This is an optimization exercise on Yosys and OpenROAD, whose aim is small area and a short achievable clock period, not a production implementation.

==> run H <==
==> flow/design.v (excerpt) <==
module cordic (
    input  wire                     clk,
    input  wire                     rst,
    input  wire                     valid_i,
    input  wire signed [16:0] x_i,
    input  wire signed [16:0] y_i,
    output wire                     valid_o,
    output wire signed [16:0] x_o,
    output wire signed [16:0] y_o
    );
    reg [15:0] vp;
    always @(posedge clk)
        if (rst) vp <= 16'd0;
        else     vp <= {vp[14:0], valid_i};
    assign valid_o = vp[15];
    reg [16:0] x0, y0;
    reg        d0;
    always @(posedge clk) begin
        x0 <= x_i[16] ? -x_i : x_i;
        y0 <= y_i[16] ? -y_i : y_i;
        d0 <= |y_i[15:0];
    end
    wire [16:0] x1, y1;
    wire        d1;
    rot0 u0 (.clk(clk), .x(x0), .y(y0), .d(d0), .xn(x1), .yn(y1), .dn(d1));
    wire [16:0] x2, y2;
    wire        d2;
    rot1 u1 (.clk(clk), .x(x1), .y(y1), .d(d1), .xn(x2), .yn(y2), .dn(d2));
    wire [16:0] x3, y3;
    wire        d3;
    rot2 u2 (.clk(clk), .x(x2), .y(y2), .d(d2), .xn(x3), .yn(y3), .dn(d3));
    wire [16:0] x4, y4;
    wire        d4;
    rot3 u3 (.clk(clk), .x(x3), .y(y3), .d(d3), .xn(x4), .yn(y4), .dn(d4));
    wire [16:0] x5, y5;
    wire        d5;
    rot4 u4 (.clk(clk), .x(x4), .y(y4), .d(d4), .xn(x5), .yn(y5), .dn(d5));
    wire [16:0] x6, y6;
    wire        d6;
    rot5 u5 (.clk(clk), .x(x5), .y(y5), .d(d5), .xn(x6), .yn(y6), .dn(d6));
    wire [16:0] x7, y7;
    wire        d7;
    rot6 u6 (.clk(clk), .x(x6), .y(y6), .d(d6), .xn(x7), .yn(y7), .dn(d7));
    wire [16:0] x8, y8;
    wire        d8;
    rot7 u7 (.clk(clk), .x(x7), .y(y7), .d(d7), .xn(x8), .yn(y8), .dn(d8));
    wire [16:0] x9, y9;
    wire        d9;
    rot8 u8 (.clk(clk), .x(x8), .y(y8), .d(d8), .xn(x9), .yn(y9), .dn(d9));
    wire [16:0] x10, y10;
    wire        d10;
    rot9 u9 (.clk(clk), .x(x9), .y(y9), .d(d9), .xn(x10), .yn(y10), .dn(d10));
    wire [16:0] x11, y11;
    wire        d11;
  ...
==> flow/config.mk <==
export PLATFORM = sky130hd
export DESIGN_NAME = cordic
export DESIGN_NICKNAME = cordic
export VERILOG_FILES = /design/flow/design.v
export SDC_FILE = /design/flow/constraint.sdc
export NUM_CORES = 4
export LEC_CHECK = 0
export CAP_MARGIN = 20
export CORE_MARGIN = 2
export CORE_UTILIZATION = 40
export SETUP_SLACK_MARGIN = 2.0
export SLEW_MARGIN = 20
==> flow/constraint.sdc <==
create_clock -name core_clock -period 4.6 [get_ports {clk}]
set_input_delay 0.9200 -clock core_clock [delete_from_list [all_inputs] [get_ports {clk}]]
set_output_delay 0.9200 -clock core_clock [all_outputs]
set_load 0.01 [all_outputs]
run.sh (not shown) runs the stock make flow with config.mk's settings and CLKGATE_MAP_FILE= SYNTH_SCRIPT=/design/flow/synth_recipe.tcl, a recipe that flattens the netlist after the stock synthesis.
==> run M (differences from run H) <==
--- a/flow/design.v
+++ b/flow/design.v
@@ -224,17 +224,16 @@
     assign sy[12] = sy_p[13] ^ sy_G3_12;
     assign sy[13] = sy_p[14] ^ sy_G3_13;
     assign sy[14] = sy_p[15] ^ sy_G3_14;
     assign sy[15] = sy_p[16] ^ sy_G3_15;
     assign sy[16] = sy_p[17] ^ sy_G4_16;
     assign sy_co = sy_G4_17;
-    wire nz = (sy_p[1] ^ d) | (|(sy_p[17:2] ^ (sy_p[16:1] | sy_g[16:1])));
     always @(posedge clk) begin
         xn <= sx;
         yn <= sy;
-        dn <= ~sy[16] & nz;
+        dn <= ~sy[16] & (|sy[15:0]);
     end
 endmodule
  `timescale 1ns/1ns
 module rot9 (
     input  wire        clk,
     input  wire [16:0] x, y,
@@ -459,17 +458,16 @@
     assign sy[12] = sy_p[13] ^ sy_G3_12;
     assign sy[13] = sy_p[14] ^ sy_G3_13;
     assign sy[14] = sy_p[15] ^ sy_G3_14;
     assign sy[15] = sy_p[16] ^ sy_G3_15;
     assign sy[16] = sy_p[17] ^ sy_G4_16;
     assign sy_co = sy_G4_17;
-    wire nz = (sy_p[1] ^ d) | (|(sy_p[17:2] ^ (sy_p[16:1] | sy_g[16:1])));
     always @(posedge clk) begin
         xn <= sx;
         yn <= sy;
-        dn <= ~sy[16] & nz;
+        dn <= ~sy[16] & (|sy[15:0]);
     end
 endmodule
  `timescale 1ns/1ns
 module rot10 (
     input  wire        clk,
     input  wire [16:0] x, y,
@@ -694,17 +692,16 @@
     assign sy[12] = sy_p[13] ^ sy_G3_12;
     assign sy[13] = sy_p[14] ^ sy_G3_13;
     assign sy[14] = sy_p[15] ^ sy_G3_14;
     assign sy[15] = sy_p[16] ^ sy_G3_15;
     assign sy[16] = sy_p[17] ^ sy_G4_16;
     assign sy_co = sy_G4_17;
-    wire nz = (sy_p[1] ^ d) | (|(sy_p[17:2] ^ (sy_p[16:1] | sy_g[16:1])));
     always @(posedge clk) begin
         xn <= sx;
         yn <= sy;
-        dn <= ~sy[16] & nz;
+        dn <= ~sy[16] & (|sy[15:0]);
     end
 endmodule
  `timescale 1ns/1ns
 module rot11 (
     input  wire        clk,
     input  wire [16:0] x, y,
@@ -929,17 +926,16 @@
     assign sy[12] = sy_p[13] ^ sy_G3_12;
     assign sy[13] = sy_p[14] ^ sy_G3_13;
     assign sy[14] = sy_p[15] ^ sy_G3_14;
     assign sy[15] = sy_p[16] ^ sy_G3_15;
     assign sy[16] = sy_p[17] ^ sy_G4_16;
     assign sy_co = sy_G4_17;
-    wire nz = (sy_p[1] ^ d) | (|(sy_p[17:2] ^ (sy_p[16:1] | sy_g[16:1])));
     always @(posedge clk) begin
         xn <= sx;
         yn <= sy;
-        dn <= ~sy[16] & nz;
+        dn <= ~sy[16] & (|sy[15:0]);
     end
 endmodule
  `timescale 1ns/1ns
 module rot12 (
     input  wire        clk,
     input  wire [16:0] x, y,
@@ -1164,17 +1160,16 @@
     assign sy[12] = sy_p[13] ^ sy_G3_12;
     assign sy[13] = sy_p[14] ^ sy_G3_13;
     assign sy[14] = sy_p[15] ^ sy_G3_14;
     assign sy[15] = sy_p[16] ^ sy_G3_15;
     assign sy[16] = sy_p[17] ^ sy_G4_16;
     assign sy_co = sy_G4_17;
-    wire nz = (sy_p[1] ^ d) | (|(sy_p[17:2] ^ (sy_p[16:1] | sy_g[16:1])));
     always @(posedge clk) begin
         xn <= sx;
         yn <= sy;
-        dn <= ~sy[16] & nz;
+        dn <= ~sy[16] & (|sy[15:0]);
     end
 endmodule
  `timescale 1ns/1ns
 module rot13 (
     input  wire        clk,
     input  wire [16:0] x, y,
@@ -1399,17 +1394,16 @@
     assign sy[12] = sy_p[13] ^ sy_G3_12;
     assign sy[13] = sy_p[14] ^ sy_G3_13;
     assign sy[14] = sy_p[15] ^ sy_G3_14;
     assign sy[15] = sy_p[16] ^ sy_G3_15;
     assign sy[16] = sy_p[17] ^ sy_G4_16;
     assign sy_co = sy_G4_17;
-    wire nz = (sy_p[1] ^ d) | (|(sy_p[17:2] ^ (sy_p[16:1] | sy_g[16:1])));
     always @(posedge clk) begin
         xn <= sx;
         yn <= sy;
-        dn <= ~sy[16] & nz;
+        dn <= ~sy[16] & (|sy[15:0]);
     end
 endmodule
  `timescale 1ns/1ns
 module rot14 (
     input  wire        clk,
     input  wire [16:0] x, y,
@@ -1866,17 +1860,16 @@
     assign sy[12] = sy_p[13] ^ sy_G3_12;
     assign sy[13] = sy_p[14] ^ sy_G3_13;
     assign sy[14] = sy_p[15] ^ sy_G3_14;
     assign sy[15] = sy_p[16] ^ sy_G3_15;
     assign sy[16] = sy_p[17] ^ sy_G4_16;
     assign sy_co = sy_G4_17;
-    wire nz = (sy_p[1] ^ d) | (|(sy_p[17:2] ^ (sy_p[16:1] | sy_g[16:1])));
     always @(posedge clk) begin
         xn <= sx;
         yn <= sy;
-        dn <= ~sy[16] & nz;
+        dn <= ~sy[16] & (|sy[15:0]);
     end
 endmodule
  `timescale 1ns/1ns
 module rot1 (
     input  wire        clk,
     input  wire [16:0] x, y,
@@ -2101,17 +2094,16 @@
     assign sy[12] = sy_p[13] ^ sy_G3_12;
     assign sy[13] = sy_p[14] ^ sy_G3_13;
     assign sy[14] = sy_p[15] ^ sy_G3_14;
     assign sy[15] = sy_p[16] ^ sy_G3_15;
     assign sy[16] = sy_p[17] ^ sy_G4_16;
     assign sy_co = sy_G4_17;
-    wire nz = (sy_p[1] ^ d) | (|(sy_p[17:2] ^ (sy_p[16:1] | sy_g[16:1])));
     always @(posedge clk) begin
         xn <= sx;
         yn <= sy;
-        dn <= ~sy[16] & nz;
+        dn <= ~sy[16] & (|sy[15:0]);
     end
 endmodule
  `timescale 1ns/1ns
 module rot2 (
     input  wire        clk,
     input  wire [16:0] x, y,
@@ -2336,17 +2328,16 @@
     assign sy[12] = sy_p[13] ^ sy_G3_12;
     assign sy[13] = sy_p[14] ^ sy_G3_13;
     assign sy[14] = sy_p[15] ^ sy_G3_14;
     assign sy[15] = sy_p[16] ^ sy_G3_15;
     assign sy[16] = sy_p[17] ^ sy_G4_16;
     assign sy_co = sy_G4_17;
-    wire nz = (sy_p[1] ^ d) | (|(sy_p[17:2] ^ (sy_p[16:1] | sy_g[16:1])));
     always @(posedge clk) begin
         xn <= sx;
         yn <= sy;
-        dn <= ~sy[16] & nz;
+        dn <= ~sy[16] & (|sy[15:0]);
     end
 endmodule
  `timescale 1ns/1ns
 module rot3 (
     input  wire        clk,
     input  wire [16:0] x, y,
@@ -2571,17 +2562,16 @@
     assign sy[12] = sy_p[13] ^ sy_G3_12;
     assign sy[13] = sy_p[14] ^ sy_G3_13;
     assign sy[14] = sy_p[15] ^ sy_G3_14;
     assign sy[15] = sy_p[16] ^ sy_G3_15;
     assign sy[16] = sy_p[17] ^ sy_G4_16;
     assign sy_co = sy_G4_17;
-    wire nz = (sy_p[1] ^ d) | (|(sy_p[17:2] ^ (sy_p[16:1] | sy_g[16:1])));
     always @(posedge clk) begin
         xn <= sx;
         yn <= sy;
-        dn <= ~sy[16] & nz;
+        dn <= ~sy[16] & (|sy[15:0]);
     end
 endmodule
  `timescale 1ns/1ns
 module rot4 (
     input  wire        clk,
     input  wire [16:0] x, y,
@@ -2806,17 +2796,16 @@
     assign sy[12] = sy_p[13] ^ sy_G3_12;
     assign sy[13] = sy_p[14] ^ sy_G3_13;
     assign sy[14] = sy_p[15] ^ sy_G3_14;
     assign sy[15] = sy_p[16] ^ sy_G3_15;
     assign sy[16] = sy_p[17] ^ sy_G4_16;
     assign sy_co = sy_G4_17;
-    wire nz = (sy_p[1] ^ d) | (|(sy_p[17:2] ^ (sy_p[16:1] | sy_g[16:1])));
     always @(posedge clk) begin
         xn <= sx;
         yn <= sy;
-        dn <= ~sy[16] & nz;
+        dn <= ~sy[16] & (|sy[15:0]);
     end
 endmodule
  `timescale 1ns/1ns
 module rot5 (
     input  wire        clk,
     input  wire [16:0] x, y,
@@ -3041,17 +3030,16 @@
     assign sy[12] = sy_p[13] ^ sy_G3_12;
     assign sy[13] = sy_p[14] ^ sy_G3_13;
     assign sy[14] = sy_p[15] ^ sy_G3_14;
     assign sy[15] = sy_p[16] ^ sy_G3_15;
     assign sy[16] = sy_p[17] ^ sy_G4_16;
     assign sy_co = sy_G4_17;
-    wire nz = (sy_p[1] ^ d) | (|(sy_p[17:2] ^ (sy_p[16:1] | sy_g[16:1])));
     always @(posedge clk) begin
         xn <= sx;
         yn <= sy;
-        dn <= ~sy[16] & nz;
+        dn <= ~sy[16] & (|sy[15:0]);
     end
 endmodule
  `timescale 1ns/1ns
 module rot6 (
     input  wire        clk,
     input  wire [16:0] x, y,
@@ -3276,17 +3264,16 @@
     assign sy[12] = sy_p[13] ^ sy_G3_12;
     assign sy[13] = sy_p[14] ^ sy_G3_13;
     assign sy[14] = sy_p[15] ^ sy_G3_14;
     assign sy[15] = sy_p[16] ^ sy_G3_15;
     assign sy[16] = sy_p[17] ^ sy_G4_16;
     assign sy_co = sy_G4_17;
-    wire nz = (sy_p[1] ^ d) | (|(sy_p[17:2] ^ (sy_p[16:1] | sy_g[16:1])));
     always @(posedge clk) begin
         xn <= sx;
         yn <= sy;
-        dn <= ~sy[16] & nz;
+        dn <= ~sy[16] & (|sy[15:0]);
     end
 endmodule
  `timescale 1ns/1ns
 module rot7 (
     input  wire        clk,
     input  wire [16:0] x, y,
@@ -3511,17 +3498,16 @@
     assign sy[12] = sy_p[13] ^ sy_G3_12;
     assign sy[13] = sy_p[14] ^ sy_G3_13;
     assign sy[14] = sy_p[15] ^ sy_G3_14;
     assign sy[15] = sy_p[16] ^ sy_G3_15;
     assign sy[16] = sy_p[17] ^ sy_G4_16;
     assign sy_co = sy_G4_17;
-    wire nz = (sy_p[1] ^ d) | (|(sy_p[17:2] ^ (sy_p[16:1] | sy_g[16:1])));
     always @(posedge clk) begin
         xn <= sx;
         yn <= sy;
-        dn <= ~sy[16] & nz;
+        dn <= ~sy[16] & (|sy[15:0]);
     end
 endmodule
  `timescale 1ns/1ns
 module cordic (
     input  wire                     clk,
     input  wire                     rst,
==> flow/flow/run.sh (new file) <==
#!/bin/bash
# The standard layout (standard.sh: ORFS from synthesis to the final layout), with one change:
# ADDER_MAP_FILE is empty, so ORFS's synthesis skips Yosys's full/half adder extraction and abc maps
# the adders' logic like the rest. Everything else, including the registers, is the standard flow.
set -euo pipefail
cd "$(dirname "$0")/.."
export ADDER_MAP_FILE=
bash standard.sh > standard.log 2>&1
==> flow/standard.sh (new file) <==
#!/bin/bash
# synth_recipe.tcl (not shown) runs the flow's synth.tcl, then flattens the netlist and writes it again
# the make line also repeats each setting of config.mk as NAME=value (left out here)
make -C /OpenROAD-flow-scripts/flow DESIGN_CONFIG=/design/flow/config.mk WORK_HOME=/design/flow/orfs CLKGATE_MAP_FILE= SYNTH_SCRIPT=/design/flow/synth_recipe.tcl "${@:-finish}"
ABC_AREA = 1   (was unset)
CTS_CLUSTER_DIAMETER = 120   (was unset)
CTS_CLUSTER_SIZE = 20   (was unset)
SYNTH_HIERARCHICAL = 0   (was unset)
removed: flow/run.sh
==> summary of the runs <==
Run H ran to the end with no violations. Run M passed the timing, design-rule and antenna checks. Against run H, the clock skew of run M is higher by 0.0068 ns. Of run M and run H, run M has the higher final cell count (gap about 30%, measured against run H). Against run H, the sequential share of layout area of run M is higher by 6.3 points. Synthesized cell count: run H is lower than run M (37%). Against run M, the critical path depth of run H is higher by 9. Between run M and run H, the lower final area is in run M (gap about 23%, measured against run H). Non-clock buffer count: run H is higher than run M (449). Against run H, the synthesized area of run M is smaller by 0.75%. Of run M and run H, run M has the higher maximum frequency (gap about 20%, measured against run H). Global-route usage: run H is higher than run M (0.60 points).
==> figures <==
quantity	run H	run M
Global Route met2 Usage	0.322	0.303
Routed via count	29.8k	36.3k
Die Y-Extent	320 um	318 um
Non-clock buffering overhead	0.0953	0.0217
Signal inverters	538	1,071
CTS sink cnt	574	575
Highest fanout seen on the critical path	5	1
Final design utilization	0.563	0.433
Total die area	102,000 um^2	101,000 um^2
Number of placed instances, taps included	5,466	7,872
Part of the Yosys area used for sequential elements	0.288	0.291
Most used standard cell by instance count after synthesis	sky130_fd_sc_hd__ha_1	sky130_fd_sc_hd__nand2_1
RePlAce Congestion	0.834	0.855
Status	timing/DRC/antenna clean	timing/DRC/antenna clean
Core box area	98,600 um^2	98,300 um^2
Post-synthesis instance area	39,900 um^2	39,600 um^2
Number of multi-input logic gates	2,981	4,859
Final worst-path setup slack	1.61 ns	2.09 ns
Length of the first detailed-routing pass in iterations	5	7
Tightest hold margin	0.427 ns	0.405 ns
Critical Path AT	3.55 ns	1.59 ns
No functional check of the RTL was part of any run of this note.

what the ideal ports hide:
The flow's constraints put no driver on any port. The routed layouts listed below were extracted and timed again, unchanged, in two steps. Step 1, drivers: a clkbuf_16 drives clk and a buf_2 each remaining input, both assumed. Step 2 times the ports against the registers' clock, not the clock port: input delays grow and output delays shrink by t, the midpoint of the rising clock arrivals with the driver on. Three values: ideal, step 1, step 2; two values: the first two.
run	t (ns)	slack for setup (ns)	clock arrival spread, ns
run H	0.682	1.613 / 1.613 / 1.559	0.030 / 0.029
run M	0.669	2.094 / 2.030 / 1.587	0.035 / 0.035
After both steps every run listed still meets setup and hold. The setup slack of run M, which loses most, moves by -0.064 ns with the drivers and by -0.507 ns with both steps.
